Context: an optimization exercise on an open-source flow, tuned for small area. The choices shown serve that exercise and are no tape-out recipe.
The RTL was checked by simulation tests, not by an equivalence proof against the original design.
The flow treats the clock pin as an ideal source, which a real chip does not have.
Power is estimated from default activity; no workload was simulated.

## run a
// MIPSL
module MIPSL(
    output [15:0] iaddr,     
    output [15:0] daddr,     
    output        dwrite,    
    output        dread,     
    output [15:0] dwdata,    
    output [15:0] alu_out,   
    input         clock,
    input  [15:0] idata,     
    input  [15:0] ddata,     
    input         reset
);
Size: ~540 cells after synthesis, ~130 flip-flops, about 100 I/O pins.
clock: 11.0 ns
lec_check: 0
abc_area: 1
cap_margin: 20
core_margin: 2
core_utilization: 60
place_density: 0.72
slew_margin: 20
synth_hierarchical: 1
standard.sh (not shown) runs the stock make flow with config.mk's settings and CLKGATE_MAP_FILE= SYNTH_SCRIPT=/design/flow/synth_recipe.tcl, a recipe that flattens the netlist after the stock synthesis.
==> flow/flow/run.sh <==
#!/bin/bash
# Layout flow: the standard ORFS flow, with
#  - synthesis mapped by an area-oriented ABC script (flow/abc_area.script),
#  - the smallest buffer (buf_1) on the ports,
#  - a hand-built two-level clock tree (flow/manual_cts.tcl: one root
#    buffer driving eight leaf buffers, each at the centre of its group of
#    flip-flops) in place of TritonCTS, which is pointed at the clock port
#    net only and so finds nothing left to buffer.
# Each step's full output goes to a log file in the work folder.
set -euo pipefail
W=$(pwd)
rm -rf "$W/scripts_area"
cp -r "$FLOW_HOME/scripts" "$W/scripts_area"
cp "$W/flow/abc_area.script" "$W/scripts_area/abc_area.script"

bash "$W/standard.sh" SCRIPTS_DIR="$W/scripts_area" synth > "$W/flow_synth.log" 2>&1

export MCTS_N=8 MCTS_BUF=sky130_fd_sc_hd__clkbuf_8 MCTS_N1=1 MCTS_BUF1=sky130_fd_sc_hd__clkbuf_8
bash "$W/standard.sh" \
  BUFFER_PORTS_ARGS="-buffer_cell sky130_fd_sc_hd__buf_1" \
  PRE_CTS_TCL="$W/flow/manual_cts.tcl" \
  CTS_ARGS="-repair_clock_nets -dont_use_dummy_load -clk_nets clock" \
  finish > "$W/flow_layout.log" 2>&1
Other scripts of this flow, unchanged in this note and not shown: flow/flow/abc_area.script, flow/flow/manual_cts.tcl
Edits applied to the flow inputs when going from run a to run b:
Settings: changing CORE_UTILIZATION from 60 to 40; changing PLACE_DENSITY from 0.72 to 0.6.
==> notes.md <==
Diff run a -> run b: detailed route wirelength on metal2 went up by about 4.3%, final worst-path cycle share went down by 0.39 points. Of run a and run b, the run reporting the higher maximum number of pins on one net before global-route repair was run a. When the final numbers for run a and run b were put side by side, the setup slack turned out to be smaller in run a. Wire length of run b exceeds that of run a by a little under 10%. Run b vs run a on post-layout minimum cycle time: run b is the lower one. Re maximum frequency: run b is about 0.4% up on run a. Overall global routing resource usage down 7.9 points in run b wrt run a. Placement-stage worst setup slack is higher on run b.


Setup of maple:
Another version of the RTL of MIPSL (not shown whole).
Size: about 660 cells after synthesis, about 100 I/O pins.
==> flow/config.mk <==
export PLATFORM = sky130hd
export DESIGN_NAME = MIPSL
export DESIGN_NICKNAME = MIPSL
export VERILOG_FILES = /design/flow/design.v
export SDC_FILE = /design/flow/constraint.sdc
export NUM_CORES = 4
export LEC_CHECK = 0
export ABC_AREA = 1
export CAP_MARGIN = 20
export CORE_MARGIN = 2
export CORE_UTILIZATION = 50
export GPL_ROUTABILITY_DRIVEN = 0
export PLACE_DENSITY = 0.7
export SLEW_MARGIN = 20
export SYNTH_HIERARCHICAL = 1
==> flow/constraint.sdc <==
create_clock -name core_clock -period 11.0 [get_ports {clock}]
set_input_delay 2.2000 -clock core_clock [delete_from_list [all_inputs] [get_ports {clock}]]
set_output_delay 2.2000 -clock core_clock [all_outputs]
set_load 0.01 [all_outputs]
==> flow/flow/run.sh <==
#!/bin/bash
# Layout flow: the standard ORFS flow, with
#  - synthesis mapped by an area-oriented ABC script (flow/abc_area.script),
#  - the smallest buffer (buf_1) on the ports,
#  - a hand-built two-level clock tree (flow/manual_cts.tcl: one root
#    buffer driving nine leaf buffers, each at the centre of its group of
#    flip-flops) in place of TritonCTS, which is pointed at the clock port
#    net only and so finds nothing left to buffer.
# Each step's full output goes to a log file in the work folder.
set -euo pipefail
W=$(pwd)
rm -rf "$W/scripts_area"
cp -r "$FLOW_HOME/scripts" "$W/scripts_area"
cp "$W/flow/abc_area.script" "$W/scripts_area/abc_area.script"

bash "$W/standard.sh" SCRIPTS_DIR="$W/scripts_area" synth > "$W/flow_synth.log" 2>&1

export MCTS_N=9 MCTS_BUF=sky130_fd_sc_hd__clkbuf_8 MCTS_N1=1 MCTS_BUF1=sky130_fd_sc_hd__clkbuf_4
bash "$W/standard.sh" \
  BUFFER_PORTS_ARGS="-buffer_cell sky130_fd_sc_hd__buf_1" \
  PRE_CTS_TCL="$W/flow/manual_cts.tcl" \
  CTS_ARGS="-repair_clock_nets -dont_use_dummy_load -clk_nets clock" \
  finish > "$W/flow_layout.log" 2>&1
==> flow/flow/manual_cts.tcl <==
# Build the clock tree by hand: the flip-flops are split into MCTS_N groups
# by position (alternating median cuts), each driven by a buffer of type
# MCTS_BUF placed at its group's centre. If MCTS_N1 is set, those buffers
# are in turn split into MCTS_N1 groups, each driven by a buffer of type
# MCTS_BUF1; the clock port drives the top level.
proc mcts_split {items axis n} {
  if {$n <= 1} { return [list $items] }
  set idx [expr {$axis == "x" ? 1 : 2}]
  set sorted [lsort -real -index $idx $items]
  set half [expr {$n / 2}]
  set cut [expr {int(round([llength $sorted] * double($half) / $n))}]
  set a [lrange $sorted 0 [expr {$cut - 1}]]
  set b [lrange $sorted $cut end]
  set next [expr {$axis == "x" ? "y" : "x"}]
  return [concat [mcts_split $a $next $half] [mcts_split $b $next [expr {$n - $half}]]]
}
proc mcts_center {it} {
  set bb [[$it getInst] getBBox]
  return [list $it [expr {([$bb xMin] + [$bb xMax]) / 2}] [expr {([$bb yMin] + [$bb yMax]) / 2}]]
}
# Drive each group of iterms from a new buffer on net src; returns the
# buffers' input iterms.
proc mcts_level {src groups bufname prefix} {
  set db [ord::get_db]
  set block [ord::get_db_block]
  set master [$db findMaster $bufname]
  set ins {}
  set i 0
  foreach g $groups {
    set sx 0; set sy 0
    foreach e $g { set sx [expr {$sx + [lindex $e 1]}]; set sy [expr {$sy + [lindex $e 2]}] }
    set cx [expr {int($sx / [llength $g])}]
    set cy [expr {int($sy / [llength $g])}]
    set buf [odb::dbInst_create $block $master "${prefix}_buf_$i"]
    set net [odb::dbNet_create $block "${prefix}_net_$i"]
    $net setSigType CLOCK
    foreach e $g {
      set it [lindex $e 0]
      $it disconnect
      $it connect $net
    }
    [$buf findITerm A] connect $src
    [$buf findITerm X] connect $net
    $buf setLocation $cx $cy
    $buf setPlacementStatus PLACED
    puts "mcts: $prefix buffer $i ($bufname) drives [llength $g] pins at ($cx, $cy)"
    lappend ins [$buf findITerm A]
    incr i
  }
  return $ins
}
proc manual_clock_tree {} {
  set block [ord::get_db_block]
  set clk [$block findNet clock]
  set items {}
  foreach it [$clk getITerms] { lappend items [mcts_center $it] }
  set leaves [mcts_level $clk [mcts_split $items x $::env(MCTS_N)] $::env(MCTS_BUF) mcts_leaf]
  if {[info exists ::env(MCTS_N1)] && $::env(MCTS_N1) > 0} {
    set items {}
    foreach it $leaves { lappend items [mcts_center $it] }
    mcts_level $clk [mcts_split $items x $::env(MCTS_N1)] $::env(MCTS_BUF1) mcts_mid
  }
}
manual_clock_tree
Other scripts of this flow, unchanged in this note and not shown: flow/flow/abc_area.script
maple: flow completed, timing, DRC and antenna clean
## Diff of input files: birch against maple
- PLACE_DENSITY now 0.6, was 0.7
- GPL_ROUTABILITY_DRIVEN no longer set, was 0
- CORE_UTILIZATION now 40, was 50
==> flow/flow/run.sh <==
#!/bin/bash
# Layout flow: the standard ORFS flow, with
#  - synthesis mapped by an area-oriented ABC script (flow/abc_area.script),
#  - the smallest buffer (buf_1) on the ports, and no buffer larger than
#    buf_2 in repair,
#  - a hand-built two-level clock tree (flow/manual_cts.tcl: one root
#    buffer driving nine leaf buffers, each at the centre of its group of
#    flip-flops) in place of TritonCTS, which is pointed at the clock port
#    net only and so finds nothing left to buffer.
# Each step's full output goes to a log file in the work folder.
set -euo pipefail
W=$(pwd)
rm -rf "$W/scripts_area"
cp -r "$FLOW_HOME/scripts" "$W/scripts_area"
cp "$W/flow/abc_area.script" "$W/scripts_area/abc_area.script"

bash "$W/standard.sh" SCRIPTS_DIR="$W/scripts_area" synth > "$W/flow_synth.log" 2>&1

# The platform's dont-use cells, and buffers larger than buf_2, which
# repair would otherwise use on high-fanout nets.
DONT_USE="sky130_fd_sc_hd__probe_p_8 sky130_fd_sc_hd__probec_p_8 sky130_fd_sc_hd__lpflow_bleeder_1 sky130_fd_sc_hd__lpflow_clkbufkapwr_1 sky130_fd_sc_hd__lpflow_clkbufkapwr_16 sky130_fd_sc_hd__lpflow_clkbufkapwr_2 sky130_fd_sc_hd__lpflow_clkbufkapwr_4 sky130_fd_sc_hd__lpflow_clkbufkapwr_8 sky130_fd_sc_hd__lpflow_clkinvkapwr_1 sky130_fd_sc_hd__lpflow_clkinvkapwr_16 sky130_fd_sc_hd__lpflow_clkinvkapwr_2 sky130_fd_sc_hd__lpflow_clkinvkapwr_4 sky130_fd_sc_hd__lpflow_clkinvkapwr_8 sky130_fd_sc_hd__lpflow_decapkapwr_12 sky130_fd_sc_hd__lpflow_decapkapwr_3 sky130_fd_sc_hd__lpflow_decapkapwr_4 sky130_fd_sc_hd__lpflow_decapkapwr_6 sky130_fd_sc_hd__lpflow_decapkapwr_8 sky130_fd_sc_hd__lpflow_inputiso0n_1 sky130_fd_sc_hd__lpflow_inputiso0p_1 sky130_fd_sc_hd__lpflow_inputiso1n_1 sky130_fd_sc_hd__lpflow_inputiso1p_1 sky130_fd_sc_hd__lpflow_inputisolatch_1 sky130_fd_sc_hd__lpflow_isobufsrc_1 sky130_fd_sc_hd__lpflow_isobufsrc_16 sky130_fd_sc_hd__lpflow_isobufsrc_2 sky130_fd_sc_hd__lpflow_isobufsrc_4 sky130_fd_sc_hd__lpflow_isobufsrc_8 sky130_fd_sc_hd__lpflow_isobufsrckapwr_16 sky130_fd_sc_hd__lpflow_lsbuf_lh_hl_isowell_tap_1 sky130_fd_sc_hd__lpflow_lsbuf_lh_hl_isowell_tap_2 sky130_fd_sc_hd__lpflow_lsbuf_lh_hl_isowell_tap_4 sky130_fd_sc_hd__lpflow_lsbuf_lh_isowell_4 sky130_fd_sc_hd__lpflow_lsbuf_lh_isowell_tap_1 sky130_fd_sc_hd__lpflow_lsbuf_lh_isowell_tap_2 sky130_fd_sc_hd__lpflow_lsbuf_lh_isowell_tap_4 sky130_fd_sc_hd__buf_4 sky130_fd_sc_hd__buf_6 sky130_fd_sc_hd__buf_8 sky130_fd_sc_hd__buf_12 sky130_fd_sc_hd__buf_16"
export MCTS_N=9 MCTS_BUF=sky130_fd_sc_hd__clkbuf_8 MCTS_N1=1 MCTS_BUF1=sky130_fd_sc_hd__clkbuf_8
bash "$W/standard.sh" \
  DONT_USE_CELLS="$DONT_USE" \
  BUFFER_PORTS_ARGS="-buffer_cell sky130_fd_sc_hd__buf_1" \
  PRE_CTS_TCL="$W/flow/manual_cts.tcl" \
  CTS_ARGS="-repair_clock_nets -dont_use_dummy_load -clk_nets clock" \
  finish > "$W/flow_layout.log" 2>&1
==> notes.md <==
Area of the die: lower on maple. Diff maple -> birch: sum of met3 wire segment lengths after detailed routing increased about 13%, overall routing resource usage decreased 5.3 points. Going from maple to birch, area of placed instances grew slightly. [compare] base=maple new=birch: largest net degree at the start of global routing fell 2; worst path setup slack after routing rose 0.20 ns. First-pass GRT wire length delta for birch relative to maple: about 2.3% higher. Of birch and maple, the lower combinational cell fraction of total power belongs to birch.

## separate check: timing with driven ports
No port has a modelled driver above. Below, the same layouts with a new extraction and two added sets of constraints. Step 1 assumes that a clkbuf_16 drives the clock port and a buf_2 every other input. Step 2 adds t to the input delays and takes it off the output delays; t is the mean of the earliest and latest rising clock arrival at the registers after step 1. Input paths then give back, and output paths get back, about the clock's delay inside the block. Three values: no drivers, after step 1, after step 2; two values: the first two.
| run | shift t [ns] | setup WS [ns] | latest minus earliest clock arrival (ns) | worst data-port slew with drivers (ns) | cell pins on the clock port's net |
|---|---|---|---|---|---|
| run a | 0.434 | 0.634 / 0.606 / 0.606 | 0.017 / 0.017 | 0.04 | 1 |
| run b | 0.434 | 0.678 / 0.654 / 0.654 | 0.017 / 0.016 | 0.04 | 1 |
| maple | 0.546 | 0.481 / 0.455 / 0.455 | 0.014 / 0.014 | 0.04 | 1 |
| birch | 0.452 | 0.678 / 0.654 / 0.654 | 0.021 / 0.021 | 0.04 | 1 |
After both steps every run listed still meets setup and hold. The setup slack of run a, which loses most, moves by -0.028 ns with the drivers and by -0.028 ns with both steps.
